This design comes from an exercise in tuning for small area and a short achievable clock period on the open sky130 flow, not from production work.
Function was not checked in any run shown here: the RTL went through the layout flow alone.
The clock port is modelled as an ideal driver; clocking choices that lean on that would not hold on a real chip.
Power and IR drop assume default switching activity.

## flow/design.v (module list and top-level ports; edited modules follow where they fit)
// module fa: 10 lines
// module ha: 9 lines
// module karatsaub: 2936 lines
module karatsaub (
    input             clk,
    input             rst,
    input             in_valid,
    input      [31:0] in_a,
    input      [31:0] in_b,
    output            out_valid,
    output reg [63:0] out_c
);
  // ...
==> flow/flow/run.sh <==
#!/bin/bash
# Layout flow: the standard synthesis unchanged, then the standard ORFS
# layout steps with timing repair aimed below the clock period (a larger
# setup slack margin).  Each step's output goes to its own log.
set -e
bash standard.sh synth > synth.log 2>&1
bash standard.sh SETUP_SLACK_MARGIN=6.95 finish > layout.log 2>&1
==> flow/standard.sh <==
#!/bin/bash
# synth_recipe.tcl (not shown) runs the flow's synth.tcl, then flattens the netlist and writes it again
# the make line also repeats each setting of config.mk as NAME=value (left out here)
make -C /OpenROAD-flow-scripts/flow DESIGN_CONFIG=/design/flow/config.mk WORK_HOME=/design/flow/orfs CLKGATE_MAP_FILE= SYNTH_SCRIPT=/design/flow/synth_recipe.tcl "${@:-finish}"
==> flow/config.mk <==
export PLATFORM = sky130hd
export DESIGN_NAME = karatsaub
export DESIGN_NICKNAME = karatsaub
export VERILOG_FILES = /design/flow/design.v
export SDC_FILE = /design/flow/constraint.sdc
export NUM_CORES = 4
export LEC_CHECK = 0
export ABC_AREA = 1
export CAP_MARGIN = 20
export CORE_MARGIN = 2
export CORE_UTILIZATION = 60
export CTS_CLUSTER_DIAMETER = 150
export CTS_CLUSTER_SIZE = 25
export SLEW_MARGIN = 20
export SYNTH_HIERARCHICAL = 1
==> flow/constraint.sdc <==
create_clock -name core_clock -period 10.0 [get_ports {clk}]
set_input_delay 2.0000 -clock core_clock [delete_from_list [all_inputs] [get_ports {clk}]]
set_output_delay 2.0000 -clock core_clock [all_outputs]
set_load 0.01 [all_outputs]
==> results.ini, run 1 <==
[timing]
setup_ws_ns=6.92
min_period_over_period=0.308

[route]
dr.max_layer_used=met4
drtIter0Drc=2256
dr_wl_met3_um=11900
drt-total-wl_um=95300
post_drt_wl_per_cell_um=25.9

[synthesis]
syn_inst=3076
synth_seq_cells=471
yosysSeqAreaShare=0.290
synth_top_area_cell=fa_1
synthXorXnorAreaFrac=0.150

[hold_path]
min_path_type=reg2reg
hold_path_depth=0

[placement]
place_area_mm2=0.0339
placed_cells=3657
port-buffer-count=131

[floorplan]
die_area_mm2=0.0561
die_w_um=237

[power_and_ir_drop]
p_seq_frac=0.320

[finish]
clock_area_frac=0.0177
utilization=0.642
n_all_buffers=168

[outcome]
status=timing/DRC/antenna clean

[critical_path]
path_buf_inv=1

[global_route]
antenna_found_initial=2

[clock_network]
cts-hold-fix-buffers=0

==> inputs of run 2 (changes only) <==
--- a/flow/design.v
+++ b/flow/design.v
@@ -379,26 +379,29 @@
     reg r3_n1239_0;
     reg r3_n1239_1;
     reg r3_n1240_0;
     reg r3_n1241_0;
     reg r3_n1242_0;
     reg r3_n1242_1;
     reg r3_n1243_0;
     reg r3_n1244_0;
+    reg r3_n1244_1;
     reg r3_n1245_0;
     reg r3_n1246_0;
     reg r3_n1246_1;
     reg r3_n1247_0;
     reg r3_n1248_0;
+    reg r3_n1248_1;
     reg r3_n1249_0;
     reg r3_n1250_0;
     reg r3_n1250_1;
     reg r3_n1251_0;
     reg r3_n1252_0;
+    reg r3_n1252_1;
     reg r3_n1253_0;
     reg r3_n1254_0;
     reg r3_n1254_1;
     reg r3_n1255_0;
     reg r3_n1255_1;
     reg r3_n1256_0;
     reg r3_n1256_1;
     reg r3_n1257_0;
@@ -418,19 +421,16 @@
     reg r3_n1283;
     reg r3_n1285;
     reg r3_n1287;
     reg r3_n1289;
     reg r3_n1291;
     reg r3_n1293;
     reg r2_n1307;
     reg r3_n1331;
-    reg r3_n1335;
-    reg r3_n1339;
-    reg r3_n1343;
     reg r3_n1373;
     reg r2_n1623;
     reg r3_n1623;
     reg r2_n1624;
     reg r3_n1624;
     reg r2_n1625;
     reg r3_n1625;
     reg r3_n1626;
@@ -1925,17 +1925,17 @@
     fa u1126 (.a(n1121_0), .b(n1122_0), .c(n1123_0), .s(n1126_0), .co(n1126_1));
     wire n1127_0, n1127_1;
     fa u1127 (.a(n1114_1), .b(n1115_1), .c(n1124_0), .s(n1127_0), .co(n1127_1));
     wire n1128_0, n1128_1;
     fa u1128 (.a(r2_n1125_0), .b(r2_n1126_0), .c(r2_n1116_1), .s(n1128_0), .co(n1128_1));
     wire n1129_0, n1129_1;
     fa u1129 (.a(r2_n1117_1), .b(r2_n1127_0), .c(n1118_1), .s(n1129_0), .co(n1129_1));
     wire n1130_0, n1130_1;
-    fa u1130 (.a(n1128_0), .b(n1129_0), .c(n1119_1), .s(n1130_0), .co(n1130_1));
+    fa u1130 (.a(n1128_0), .b(n1119_1), .c(n1129_0), .s(n1130_0), .co(n1130_1));
     wire n1131_0, n1131_1;
     fa u1131 (.a(1'b1), .b(n686), .c(n382), .s(n1131_0), .co(n1131_1));
     wire n1132_0, n1132_1;
     fa u1132 (.a(n416), .b(n450), .c(n484), .s(n1132_0), .co(n1132_1));
     wire n1133_0, n1133_1;
     fa u1133 (.a(n518), .b(n552), .c(n586), .s(n1133_0), .co(n1133_1));
     wire n1134_0, n1134_1;
     fa u1134 (.a(n620), .b(n654), .c(n1121_1), .s(n1134_0), .co(n1134_1));
@@ -1963,17 +1963,17 @@
     fa u1145 (.a(n1133_1), .b(n1141_0), .c(n1142_0), .s(n1145_0), .co(n1145_1));
     wire n1146_0, n1146_1;
     fa u1146 (.a(n1143_0), .b(n1134_1), .c(n1135_1), .s(n1146_0), .co(n1146_1));
     wire n1147_0, n1147_1;
     fa u1147 (.a(r2_n1144_0), .b(r2_n1145_0), .c(r2_n1136_1), .s(n1147_0), .co(n1147_1));
     wire n1148_0, n1148_1;
     fa u1148 (.a(r2_n1137_1), .b(r2_n1146_0), .c(n1138_1), .s(n1148_0), .co(n1148_1));
     wire n1149_0, n1149_1;
-    fa u1149 (.a(n1147_0), .b(n1148_0), .c(n1139_1), .s(n1149_0), .co(n1149_1));
+    fa u1149 (.a(n1147_0), .b(n1139_1), .c(n1148_0), .s(n1149_0), .co(n1149_1));
     wire n1150_0, n1150_1;
     fa u1150 (.a(1'b1), .b(n688), .c(n418), .s(n1150_0), .co(n1150_1));
     wire n1151_0, n1151_1;
     fa u1151 (.a(n452), .b(n486), .c(n520), .s(n1151_0), .co(n1151_1));
     wire n1152_0, n1152_1;
     fa u1152 (.a(n554), .b(n588), .c(n622), .s(n1152_0), .co(n1152_1));
     wire n1153_0, n1153_1;
     fa u1153 (.a(n656), .b(n1141_1), .c(n1142_1), .s(n1153_0), .co(n1153_1));
@@ -2259,25 +2259,25 @@
     wire n1327 = r3_n872_0 & r3_n1237_1;
     wire n1328 = r3_n872_0 & n1278;
     wire n1329 = r3_n1238_1 | (n1279 & r3_n1237_1);
     wire n1330 = n1279 & n1278;
     wire n1331 = n1240_1 | (n1240_0 & n1239_1);
     wire n1332 = r3_n1240_0 & n1280;
     wire n1333 = r3_n1281 | (n1282 & r3_n1239_1);
     wire n1334 = n1282 & n1280;
-    wire n1335 = n1244_1 | (n1244_0 & n1283);
+    wire n1335 = r3_n1244_1 | (r3_n1244_0 & r3_n1283);
     wire n1336 = r3_n1244_0 & n1284;
     wire n1337 = r3_n1285 | (n1286 & r3_n1283);
     wire n1338 = n1286 & n1284;
-    wire n1339 = n1248_1 | (n1248_0 & n1287);
+    wire n1339 = r3_n1248_1 | (r3_n1248_0 & r3_n1287);
     wire n1340 = r3_n1248_0 & n1288;
     wire n1341 = r3_n1289 | (n1290 & r3_n1287);
     wire n1342 = n1290 & n1288;
-    wire n1343 = n1252_1 | (n1252_0 & n1291);
+    wire n1343 = r3_n1252_1 | (r3_n1252_0 & r3_n1291);
     wire n1344 = r3_n1252_0 & n1292;
     wire n1345 = r3_n1293 | (n1294 & r3_n1291);
     wire n1346 = n1294 & n1292;
     wire n1347 = r3_n1140_0 & r3_n1254_1;
     wire n1348 = r3_n1140_0 & n1295;
     wire n1349 = r3_n1255_1 | (n1296 & r3_n1254_1);
     wire n1350 = n1296 & n1295;
     wire n1351 = r3_n1174_0 & r3_n1256_1;
@@ -2321,17 +2321,17 @@
     wire n1395 = r3_n1331 | (n1332 & n1329);
     wire n1396 = n1332 & n1330;
     wire n1397 = n1333 | (n1334 & n1329);
     wire n1398 = n1334 & n1330;
     wire n1399 = r3_n1246_1 | (r3_n1246_0 & n1337);
     wire n1400 = r3_n1246_0 & n1338;
     wire n1401 = r3_n1287 | (n1288 & n1337);
     wire n1402 = n1288 & n1338;
-    wire n1403 = r3_n1339 | (n1340 & n1337);
+    wire n1403 = n1339 | (n1340 & n1337);
     wire n1404 = n1340 & n1338;
     wire n1405 = n1341 | (n1342 & n1337);
     wire n1406 = n1342 & n1338;
     wire n1407 = r3_n1120_0 & n1345;
     wire n1408 = r3_n1120_0 & n1346;
     wire n1409 = r3_n1254_1 | (n1295 & n1345);
     wire n1410 = n1295 & n1346;
     wire n1411 = n1347 | (n1348 & n1345);
@@ -2375,17 +2375,17 @@
     wire n1459 = n1395 | (n1396 & n1389);
     wire n1460 = n1396 & n1390;
     wire n1461 = n1397 | (n1398 & n1389);
     wire n1462 = n1398 & n1390;
     wire n1463 = r3_n1250_1 | (r3_n1250_0 & n1405);
     wire n1464 = r3_n1250_0 & n1406;
     wire n1465 = r3_n1291 | (n1292 & n1405);
     wire n1466 = n1292 & n1406;
-    wire n1467 = r3_n1343 | (n1344 & n1405);
+    wire n1467 = n1343 | (n1344 & n1405);
     wire n1468 = n1344 & n1406;
     wire n1469 = n1345 | (n1346 & n1405);
     wire n1470 = n1346 & n1406;
     wire n1471 = n1407 | (n1408 & n1405);
     wire n1472 = n1408 & n1406;
     wire n1473 = n1409 | (n1410 & n1405);
     wire n1474 = n1410 & n1406;
     wire n1475 = n1411 | (n1412 & n1405);
@@ -2449,17 +2449,17 @@
     wire n1551 = n1487 | (n1488 & n1477);
     wire n1552 = n1488 & n1478;
     wire n1553 = n1489 | (n1490 & n1477);
     wire n1554 = n1490 & n1478;
     wire n1555 = n1491 | (n1492 & n1477);
     wire n1556 = n1492 & n1478;
     wire n1559 = r3_n1242_1 | (r3_n1242_0 & n1525);
     wire n1561 = r3_n1283 | (n1284 & n1525);
-    wire n1563 = r3_n1335 | (n1336 & n1525);
+    wire n1563 = n1335 | (n1336 & n1525);
     wire n1565 = n1337 | (n1338 & n1525);
     wire n1567 = n1399 | (n1400 & n1525);
     wire n1569 = n1401 | (n1402 & n1525);
     wire n1571 = n1403 | (n1404 & n1525);
     wire n1573 = n1405 | (n1406 & n1525);
     wire n1575 = n1463 | (n1464 & n1525);
     wire n1577 = n1465 | (n1466 & n1525);
     wire n1579 = n1467 | (n1468 & n1525);
@@ -2892,26 +2892,29 @@
         r3_n1239_0 <= n1239_0;
         r3_n1239_1 <= n1239_1;
         r3_n1240_0 <= n1240_0;
         r3_n1241_0 <= n1241_0;
         r3_n1242_0 <= n1242_0;
         r3_n1242_1 <= n1242_1;
         r3_n1243_0 <= n1243_0;
         r3_n1244_0 <= n1244_0;
+        r3_n1244_1 <= n1244_1;
         r3_n1245_0 <= n1245_0;
         r3_n1246_0 <= n1246_0;
         r3_n1246_1 <= n1246_1;
         r3_n1247_0 <= n1247_0;
         r3_n1248_0 <= n1248_0;
+        r3_n1248_1 <= n1248_1;
         r3_n1249_0 <= n1249_0;
         r3_n1250_0 <= n1250_0;
         r3_n1250_1 <= n1250_1;
         r3_n1251_0 <= n1251_0;
         r3_n1252_0 <= n1252_0;
+        r3_n1252_1 <= n1252_1;
         r3_n1253_0 <= n1253_0;
         r3_n1254_0 <= n1254_0;
         r3_n1254_1 <= n1254_1;
         r3_n1255_0 <= n1255_0;
         r3_n1255_1 <= n1255_1;
         r3_n1256_0 <= n1256_0;
         r3_n1256_1 <= n1256_1;
         r3_n1257_0 <= n1257_0;
@@ -2931,19 +2934,16 @@
         r3_n1283 <= n1283;
         r3_n1285 <= n1285;
         r3_n1287 <= n1287;
         r3_n1289 <= n1289;
         r3_n1291 <= n1291;
         r3_n1293 <= n1293;
         r2_n1307 <= n1307;
         r3_n1331 <= n1331;
-        r3_n1335 <= n1335;
-        r3_n1339 <= n1339;
-        r3_n1343 <= n1343;
         r3_n1373 <= n1373;
         r2_n1623 <= n1623;
         r3_n1623 <= r2_n1623;
         r2_n1624 <= n1624;
         r3_n1624 <= r2_n1624;
         r2_n1625 <= n1625;
         r3_n1625 <= r2_n1625;
         r3_n1626 <= n1626;
==> flow/flow/run.sh (replaced) <==
#!/bin/bash
# Layout flow: the standard synthesis unchanged, then the standard ORFS
# layout steps with timing repair aimed below the clock period (a larger
# setup slack margin).  Each step's output goes to its own log.
set -e
bash standard.sh synth > synth.log 2>&1
bash standard.sh SETUP_SLACK_MARGIN=6.95   finish > layout.log 2>&1
==> flow/config.mk (replaced) <==
export PLATFORM = sky130hd
export DESIGN_NAME = karatsaub
export DESIGN_NICKNAME = karatsaub
export VERILOG_FILES = /design/flow/design.v
export SDC_FILE = /design/flow/constraint.sdc
export NUM_CORES = 4
export LEC_CHECK = 0
export ABC_AREA = 1
export CAP_MARGIN = 20
export CORE_MARGIN = 2
export CORE_UTILIZATION = 60
export CTS_CLUSTER_DIAMETER = 200
export CTS_CLUSTER_SIZE = 15
export SLEW_MARGIN = 20
export SYNTH_HIERARCHICAL = 1
==> run 2 against run 1 <==
Routed wire length up 2.4%; first-iteration DRC count increased by 24%; cell area is 0.67% higher; setup slack gained 0.022 ns; combinational power fell by 2%; worst hold slack worse by 0.0070 ns; non-clock buffer count is 4 lower; sequential power barely moved; clock power grew about 30%; utilization increased by 0.56 points; global-route usage up 0.82 points; fmax up 0.73%; critical path type unchanged; largest cell class unchanged; largest power group unchanged.
==> results.ini, run 2 <==
[outcome]
status=timing/DRC/antenna clean  ; unchanged

[route]
drt-total-wl_um=97600  ; was 95300 um
drt_pass1_iterations=7  ; was 9
drcViolationCount=0  ; unchanged
vias=23900  ; about the same
viasPerCell=6.49  ; was 6.48
antenna_left=0  ; unchanged
drtIter0Drc=2790  ; was 2256
post_drt_wl_per_cell_um=26.5  ; was 25.9 um

[global_route]
grt_pass1_vias=25800  ; was 25500
grt_pass1_wl_um=150000  ; was 148000 um
grt_max_degree=36  ; unchanged
antenna_found_initial=2  ; unchanged
grt_usage=0.354  ; was 0.346
grt_overflow=0  ; unchanged

[synthesis]
syn_inst=3056  ; was 3076
synth.avg_cell_area_um2=10.6  ; about the same
synth_compound_area_frac=0.109  ; was 0.110
synthXorXnorAreaFrac=0.151  ; was 0.150
synth.area.top_cells=fa_1 31%, dfxtp_1 29%, xor2_1 15%, o22ai_1 9.6%, clkbuf_1 2.8%  ; was fa_1 31%, dfxtp_1 29%, xor2_1 14%, o22ai_1 9.5%, clkbuf_1 2.8%
ys.flop_type=dfxtp_1  ; unchanged
synthAdderAreaFrac=0.336  ; was 0.335
synthArstFlopShare=0.00849  ; unchanged
synth_edf_count=0  ; unchanged
yosysWarnings=7  ; unchanged
synth_mux_area_frac=0  ; unchanged
synth_commonest_cells=540 x xor2_1, 509 x fa_1, 496 x o22ai_1  ; was 537 x xor2_1, 509 x fa_1, 496 x o22ai_1
synth_most_common_cell=xor2_1  ; unchanged
synth_top_area_cell=fa_1  ; unchanged
synth_seq_cells=471  ; unchanged
yosysSeqAreaShare=0.291  ; was 0.290
synth_top_family_by_area=adder cells  ; unchanged
synth_simple_gate_area_frac=0.0577  ; was 0.0602
yosys.area.top_type_share=0.314  ; was 0.313
ys_types=37  ; unchanged
netlist_area_mm2=0.0324  ; was 0.0325 mm^2

[critical_path]
slowest_delay_ns=0.36  ; was 0.34 ns
crit_path_start_kind=flip-flop  ; unchanged
rr_startpoint=r1_n65$_DFF_P_  ; was r1_n601$_DFF_P_
cp_max_fo=1  ; unchanged
slowest_stage=dfrtp_1  ; was dfxtp_1
worstSetupEndpointType=primary output  ; unchanged
crit_family=flip-flops  ; unchanged
cp.arrival_ns=1.06  ; was 1.08 ns
crit_path_start=vld[3]$_DFF_PP0_  ; was out_c[48]$_DFF_P_
critPathRequiredTime_ns=8.00  ; about the same
worstPathCellList=buf_2  ; unchanged
path_buf_inv=1  ; unchanged
crit_type=reg2out  ; unchanged

[timing]
fin_crit_ns=3.06  ; was 3.08 ns
fin_hold_ws_ns=0.325  ; was 0.332 ns
max_freq_mhz=327  ; was 324 MHz
tns_ns=0  ; unchanged
skew_ns=0.0360  ; was 0.0319 ns
grt_setup_unrepaired=yes  ; unchanged
setup_ws_ns=6.94  ; was 6.92 ns
worstMarginPinSlew_ns=0.972  ; was 1.06 ns
min_period_over_period=0.306  ; was 0.308
setup_violations=0  ; unchanged
relSlewSlack=0.352  ; was 0.293
final_max_slew_viol_count=0  ; unchanged
hold_viol=0  ; unchanged

[run]
drv_cap=0  ; unchanged

[finish]
multi_input_area_mm2=0.0213  ; was 0.0214 mm^2
nets=3611  ; was 3620
largest_register=out_c  ; unchanged
regArea_mm2=0.00967  ; about the same
final_cell_mix=540 x xor2_1, 509 x fa_1, 496 x o22ai_1  ; was 537 x xor2_1, 509 x fa_1, 496 x o22ai_1
utilization=0.648  ; was 0.642
area.growth.synth_to_final_pct=7.04  ; was 5.99%
top_regs=out_c (64), vld (4)  ; unchanged
diodes=0  ; was 1
fillers=4338  ; was 4301
largest_reg_flops=64  ; unchanged
drive_gt1_frac=0.0892  ; was 0.0850
final_common_cell=xor2_1  ; unchanged

[placement]
dp_hpwl_um=59600  ; was 60100 um
gp_congestion=0.875  ; was 0.903
post-place-ws_ns=6.73  ; was 6.59 ns
port-buffer-count=131  ; unchanged

[floorplan]
die_y_um=236  ; was 237 um
die_w_um=236  ; was 237 um
fp.coreArea_mm2=0.0536  ; was 0.0537 mm^2
core.rowCount=85  ; unchanged
die_area_mm2=0.0559  ; was 0.0561 mm^2
ios=132  ; unchanged
start_util=0.605  ; was 0.606

[clock_network]
h-tree-depth=2  ; was 1
cts_made_buffers=37  ; was 22
clock_latency_ns=0.59  ; was 0.60 ns
cts-hold-fix-buffers=0  ; unchanged
clock-sinks=471  ; unchanged
cts_tree=built  ; unchanged
clk_pin_slew_ns=0.07  ; was 0.09 ns
root_buffer=clkbuf_16  ; unchanged
cts_buffer_depth=3  ; unchanged

[power_and_ir_drop]
ir_drop_v=0.000193  ; was 0.000221 V
p_per_area_mw_per_mm2=332  ; was 329 mW/mm^2
leakagePower_nw=14.7  ; was 14.6 nW

[hold_path]
min_from=r3_n1626$_DFF_P_  ; was r3_n1623$_DFF_P_
min_path_type=reg2reg  ; unchanged

run 2: cell count changes in the layout (fill, tap and decap cells not counted), moves of 4 or more:
cell | previous run | this run
nor2_1 | 165 | 151
buf_4 | 33 | 29
a21oi_1 | 52 | 48
nand2_1 | 198 | 206
inv_1 | 143 | 138
nor2_2 | 2 | 11
clkbuf_16 | 23 | 37
nand2_2 | 22 | 12
run 2: routing by layer:
layer	global-route usage	share of wire	vias to the layer above
met5	0	0.00028	-
met4	0.169	0.054	4
met2	0.551	0.45	1767
li1	-	-	9820
met3	0.117	0.13	451
met1	0.448	0.37	11800
run 2: report_power, final:
part | switching (mW) | internal (mW)
sequential | 0.679 | 2.94
combinational | 3.51 | 3.05
clock | 0.686 | 0.669
total | 4.87 | 6.66
run 2: worst paths after layout:
check / endpoint / slack (ns) / cells after the start
setup / recovery: out_valid / 6.94 / 1
hold reg to reg: out_c[4]$_DFF_P_ / 0.33 / 0
hold / removal: out_c[4]$_DFF_P_ / 0.33 / 0
min in group asynchronous: vld[0]$_DFF_PP0_ / 1.61 / 2
setup reg to reg: r2_n869_0$_DFF_P_ / 6.98 / 5
max in group asynchronous: vld[2]$_DFF_PP0_ / 8.23 / 2
run 2: layout make-up:
class / count / area share
Tap cell: 696 / 0.0251
Sequential cell: 471 / 0.279
Inverter: 147 / 0.0160
Clock buffer: 39 / 0.0269
Clock inverter: 4 / 0.00151
Multi-Input combinational cell: 2157 / 0.613
Timing Repair Buffer: 164 / 0.0391
run 2: per-module statistics from Yosys (local to each module, per instance):
module | flops+latches | times used | cell area (um^2) | cells inside
fa | 0 | 509 | 20.0 | 1
ha | 0 | 51 | 12.5 | 1
karatsaub | 471 | 1 | 21600 | 2496
run 2: kinds of logic (layout without fill, tap and decap cells):
kind of cell,Yosys count,count (layout)
XOR/XNOR,560,560
AND/OR/NAND/NOR,445,445
other,1,16
buffers and inverters,443,354
flip-flops,471,471
AO/OA/AOI/OAI,570,570
adder cells (fa/ha/maj),566,566
run 2: through the flow:
step,instances,power (mW),area [um^2]
after global routing,3678,12.8,34700
after global placement,3635,10.1,33800
after CTS,3678,11.6,34500
after detailed placement,3635,10.4,33800
after floorplan,3071,7.84,32500
final,3678,11.5,34700
run 2: what timing repair did:
item,in CTS,in global routing
gates resized for setup,288,60
endpoints found under the setup margin,153,90
cloned,0,0
setup buffers,0,0
==> inputs of run 3 (changes only) <==
==> flow/flow/run.sh (replaced) <==
#!/bin/bash
# Layout flow: the standard synthesis unchanged, then the standard ORFS
# layout steps with timing repair aimed below the clock period (a larger
# setup slack margin), and before CTS the port buffers made plain
# buffers (pre_cts.tcl).  Each step's output goes to its own log.
set -e
bash standard.sh synth > synth.log 2>&1
bash standard.sh SETUP_SLACK_MARGIN=6.95 PRE_CTS_TCL=$PWD/flow/pre_cts.tcl HOOK_IN_BUF=sky130_fd_sc_hd__buf_1 HOOK_OUT_BUF=sky130_fd_sc_hd__buf_4 HOOK_FF_SIZE=2  finish > layout.log 2>&1
==> flow/flow/pre_cts.tcl (new file) <==
# Port buffers: plain buffers instead of delay cells; output-stage flops
# one size up.  Only drive strengths and buffer types change.
set block [ord::get_db_block]
foreach bterm [$block getBTerms] {
  set net [$bterm getNet]
  if {$net == "NULL"} continue
  set name [$bterm getName]
  if {$name == "clk"} continue
  if {[$bterm getIoType] == "INPUT"} {
    foreach it [$net getITerms] {
      set inst [$it getInst]
      set m [[$inst getMaster] getName]
      if {[string match "*dlybuf*" $m] || [string match "*dlygate*" $m]} {
        replace_cell [$inst getName] $::env(HOOK_IN_BUF)
      }
    }
  } else {
    foreach it [$net getITerms] {
      if {![$it isOutputSignal]} continue
      set inst [$it getInst]
      replace_cell [$inst getName] $::env(HOOK_OUT_BUF)
      # the flop behind the output buffer
      foreach it2 [$inst getITerms] {
        if {![$it2 isInputSignal]} continue
        set n2 [$it2 getNet]
        foreach it3 [$n2 getITerms] {
          if {![$it3 isOutputSignal]} continue
          set f [$it3 getInst]
          set fm [[$f getMaster] getName]
          if {[regsub {_1$} $fm "_$::env(HOOK_FF_SIZE)" nm]} {
            if {[string match "*df*" $fm]} { replace_cell [$f getName] $nm }
          }
        }
      }
    }
  }
}
==> run 3 against run 2 <==
Clock-buffer cell count did not move; fmax shrank 0.70%; sequential cell count unchanged; clock power about the same; first-iteration DRC count shrank 3.2%; worst hold slack lost 0.0014 ns; still clean on timing, DRC and antenna; synthesized area stayed put; total power up 0.84%; register-to-register slack about the same; global-route usage increased by 0.074 points; non-clock buffer count unchanged.
==> results.ini, run 3 <==
[power_and_ir_drop]
finalPower_mw=11.6  ; was 11.5 mW
ir_drop_v=0.000197  ; was 0.000193 V
p_per_area_mw_per_mm2=337  ; was 332 mW/mm^2
leakagePower_nw=14.6  ; was 14.7 nW

[floorplan]
ios=132  ; unchanged
core.rowCount=85  ; unchanged
die_w_um=236  ; unchanged
fp.coreArea_mm2=0.0536  ; unchanged
die_area_mm2=0.0559  ; unchanged
start_util=0.605  ; unchanged
die_y_um=236  ; unchanged

[critical_path]
cp_max_fo=1  ; unchanged
worstSetupEndpointType=primary output  ; unchanged
crit_path_start_kind=flip-flop  ; unchanged
critPathRequiredTime_ns=8.00  ; about the same
crit_family=flip-flops  ; unchanged
crit_type=reg2out  ; unchanged
path_buf_inv=1  ; unchanged
slowest_stage=dfrtp_2  ; was dfrtp_1
worstPathCellList=buf_6  ; was buf_2
slowest_delay_ns=0.40  ; was 0.36 ns
cp.arrival_ns=1.08  ; was 1.06 ns

[run]
drv_cap=0  ; unchanged

[placement]
gp_congestion=0.875  ; unchanged
place_area_mm2=0.0338  ; unchanged
dp_hpwl_um=59600  ; unchanged
port-buffer-count=131  ; unchanged

[clock_network]
clk_pin_slew_ns=0.07  ; about the same
clock-sinks=471  ; unchanged
post_cts_buffers=0  ; unchanged
cts_made_buffers=37  ; unchanged
cts-hold-fix-buffers=0  ; unchanged
cts_tree=built  ; unchanged
clock_latency_ns=0.59  ; about the same

[synthesis]
synth.avg_cell_area_um2=10.6  ; unchanged
synth_top_area_cell=fa_1  ; unchanged
synth.area.top_cells=fa_1 31%, dfxtp_1 29%, xor2_1 15%, o22ai_1 9.6%, clkbuf_1 2.8%  ; unchanged
yosys.area.top_type_share=0.314  ; unchanged
synth_commonest_cells=540 x xor2_1, 509 x fa_1, 496 x o22ai_1  ; unchanged
synth_seq_cells=471  ; unchanged
yosysSeqAreaShare=0.291  ; unchanged
ys.flop_type=dfxtp_1  ; unchanged
ys_types=37  ; unchanged
syn_inst=3056  ; unchanged
synth_edf_count=0  ; unchanged
yosysWarnings=7  ; unchanged
synth_most_common_cell=xor2_1  ; unchanged
synthArstFlopShare=0.00849  ; unchanged
netlist_area_mm2=0.0324  ; unchanged

[route]
viasPerCell=6.49  ; about the same
vias=23900  ; about the same
drt-total-wl_um=97900  ; was 97600 um
drcViolationCount=0  ; unchanged
antenna_left=0  ; unchanged
drt_pass1_iterations=6  ; was 7
drtIter0Drc=2701  ; was 2790
post_drt_wl_per_cell_um=26.6  ; was 26.5 um

[timing]
min_period_over_period=0.308  ; was 0.306
hold_viol=0  ; unchanged
max_freq_mhz=324  ; was 327 MHz
relSlewSlack=0.356  ; was 0.352
grt_setup_unrepaired=yes  ; unchanged
setup_violations=0  ; unchanged
tns_ns=0  ; unchanged
fin_crit_ns=3.08  ; was 3.06 ns
final_max_slew_viol_count=0  ; unchanged
worstMarginPinSlew_ns=0.967  ; was 0.972 ns
skew_ns=0.0363  ; was 0.0360 ns

[global_route]
antenna_found_initial=2  ; unchanged
grt_pass1_wl_um=150000  ; about the same
grt_overflow=0  ; unchanged
grt_pass1_vias=25800  ; about the same
grt_usage=0.355  ; was 0.354
grt_max_degree=36  ; unchanged

[finish]
final_cell_mix=540 x xor2_1, 509 x fa_1, 496 x o22ai_1  ; unchanged
largest_register=out_c  ; unchanged
diodes=0  ; unchanged
largest_reg_flops=64  ; unchanged
final_common_cell=xor2_1  ; unchanged
top_regs=out_c (64), vld (4)  ; unchanged
drive_gt1_frac=0.105  ; was 0.0892
design_area_mm2=0.0346  ; was 0.0347 mm^2
area.growth.synth_to_final_pct=6.56  ; was 7.04%
utilization=0.645  ; was 0.648
nets=3611  ; unchanged

[outcome]
status=timing/DRC/antenna clean  ; unchanged

[hold_path]
min_path_type=reg2reg  ; unchanged

-- run 3: cell counts after synthesis --
Identical to the previous run, type by type.
-- run 3: layout make-up --
cell class	count	area, um^2
Clock inverter	4	52.6
Tap cell	696	871
Clock buffer	39	933
Sequential cell	471	9730
Multi-Input combinational cell	2157	21300
Timing Repair Buffer	164	1140
Fill cell	4361	19000
Inverter	147	554
-- run 3: path summary, 6_finish.rpt --
check / start / to / slack [ns] / cells after the start
setup / recovery: vld[3]$_DFF_PP0_ / out_valid / 6.92 / 1
hold / removal: r3_n1626$_DFF_P_ / out_c[4]$_DFF_P_ / 0.32 / 0
setup reg to reg: r1_n65$_DFF_P_ / r2_n869_0$_DFF_P_ / 6.98 / 5
hold reg to reg: r3_n1626$_DFF_P_ / out_c[4]$_DFF_P_ / 0.32 / 0
max in group asynchronous: rst / vld[3]$_DFF_PP0_ / 8.56 / 2
min in group asynchronous: rst / vld[0]$_DFF_PP0_ / 1.27 / 2
-- run 3: cell families (layout without fill, tap and decap cells) --
family | count (synthesis) | count (layout) | share of synthesized area
AO/OA/AOI/OAI | 570 | 570 | 0.109
XOR/XNOR | 560 | 560 | 0.151
adder cells (fa/ha/maj) | 566 | 566 | 0.336
buffers and inverters | 443 | 354 | 0.0545
flip-flops | 471 | 471 | 0.291
other | 1 | 16 | 0.000116
AND/OR/NAND/NOR | 445 | 445 | 0.0577
-- run 3: power breakdown --
part / total [mW] / internal (mW) / switching, mW
registers: 3.65 / 2.96 / 0.691
clock network: 1.35 / 0.669 / 0.684
logic: 6.63 / 3.11 / 3.52
-- run 3: stage by stage --
step | worst slack (ns) | hold slack, ns | cells
floorplan | 6.99 | 0.310 | 3071
global placement | 6.79 | 0.317 | 3635
detailed placement | 6.73 | 0.314 | 3635
CTS | 6.89 | 0.326 | 3678
global route | 6.88 | 0.325 | 3678
finish | 6.92 | 0.324 | 3678
-- run 3: per-module statistics from Yosys, one instance, submodules excluded --
| module | copies in the design | flops+latches | cells | cell area, um^2 |
|---|---|---|---|---|
| karatsaub | 1 | 471 | 2496 | 21600 |
| ha | 51 | 0 | 1 | 12.5 |
| fa | 509 | 0 | 1 | 20.0 |
-- run 3: timing repair --
| action | in CTS | in global routing |
|---|---|---|
| gates resized for setup | 35 | 55 |
| endpoints found under the setup margin | 95 | 95 |
| endpoints found under the hold margin | 0 | 0 |
-- run 3: per-layer routing --
metal  vias to the layer above  global-route usage  wire (um)
li1                       9819                   -          -
met3                       472               0.117      12500
met2                      1754               0.552      44100
met1                     11800               0.449      35800
met5                         -                   0         27
met4                         4               0.169       5410

## what the ideal ports hide
How much do the figures lean on ideal ports? The routed layouts below were timed once more, with nothing changed but the port constraints.
Step 1 assumes that a clkbuf_16 drives the clock port and a buf_2 every other input.
Step 2 adds t to the input delays and takes it off the output delays; t is the mean of the earliest and latest rising clock arrival at the registers after step 1. Input paths then give back, and output paths get back, about the clock's delay inside the block.
Three values: ideal, step 1, step 2; two values: the first two.
run | shift t [ns] | setup slack, ns | worst hold slack (ns) | worst setup path after step 2
run 1 | 0.651 | 6.916 / 6.851 / 6.919 | 0.332 / 0.332 / 0.332 | input to register
run 2 | 0.637 | 6.939 / 6.876 / 6.940 | 0.325 / 0.325 / 0.325 | input to register
run 3 | 0.637 | 6.917 / 6.854 / 6.982 | 0.324 / 0.324 / 0.324 | register to register
After both steps every run listed still meets setup and hold.
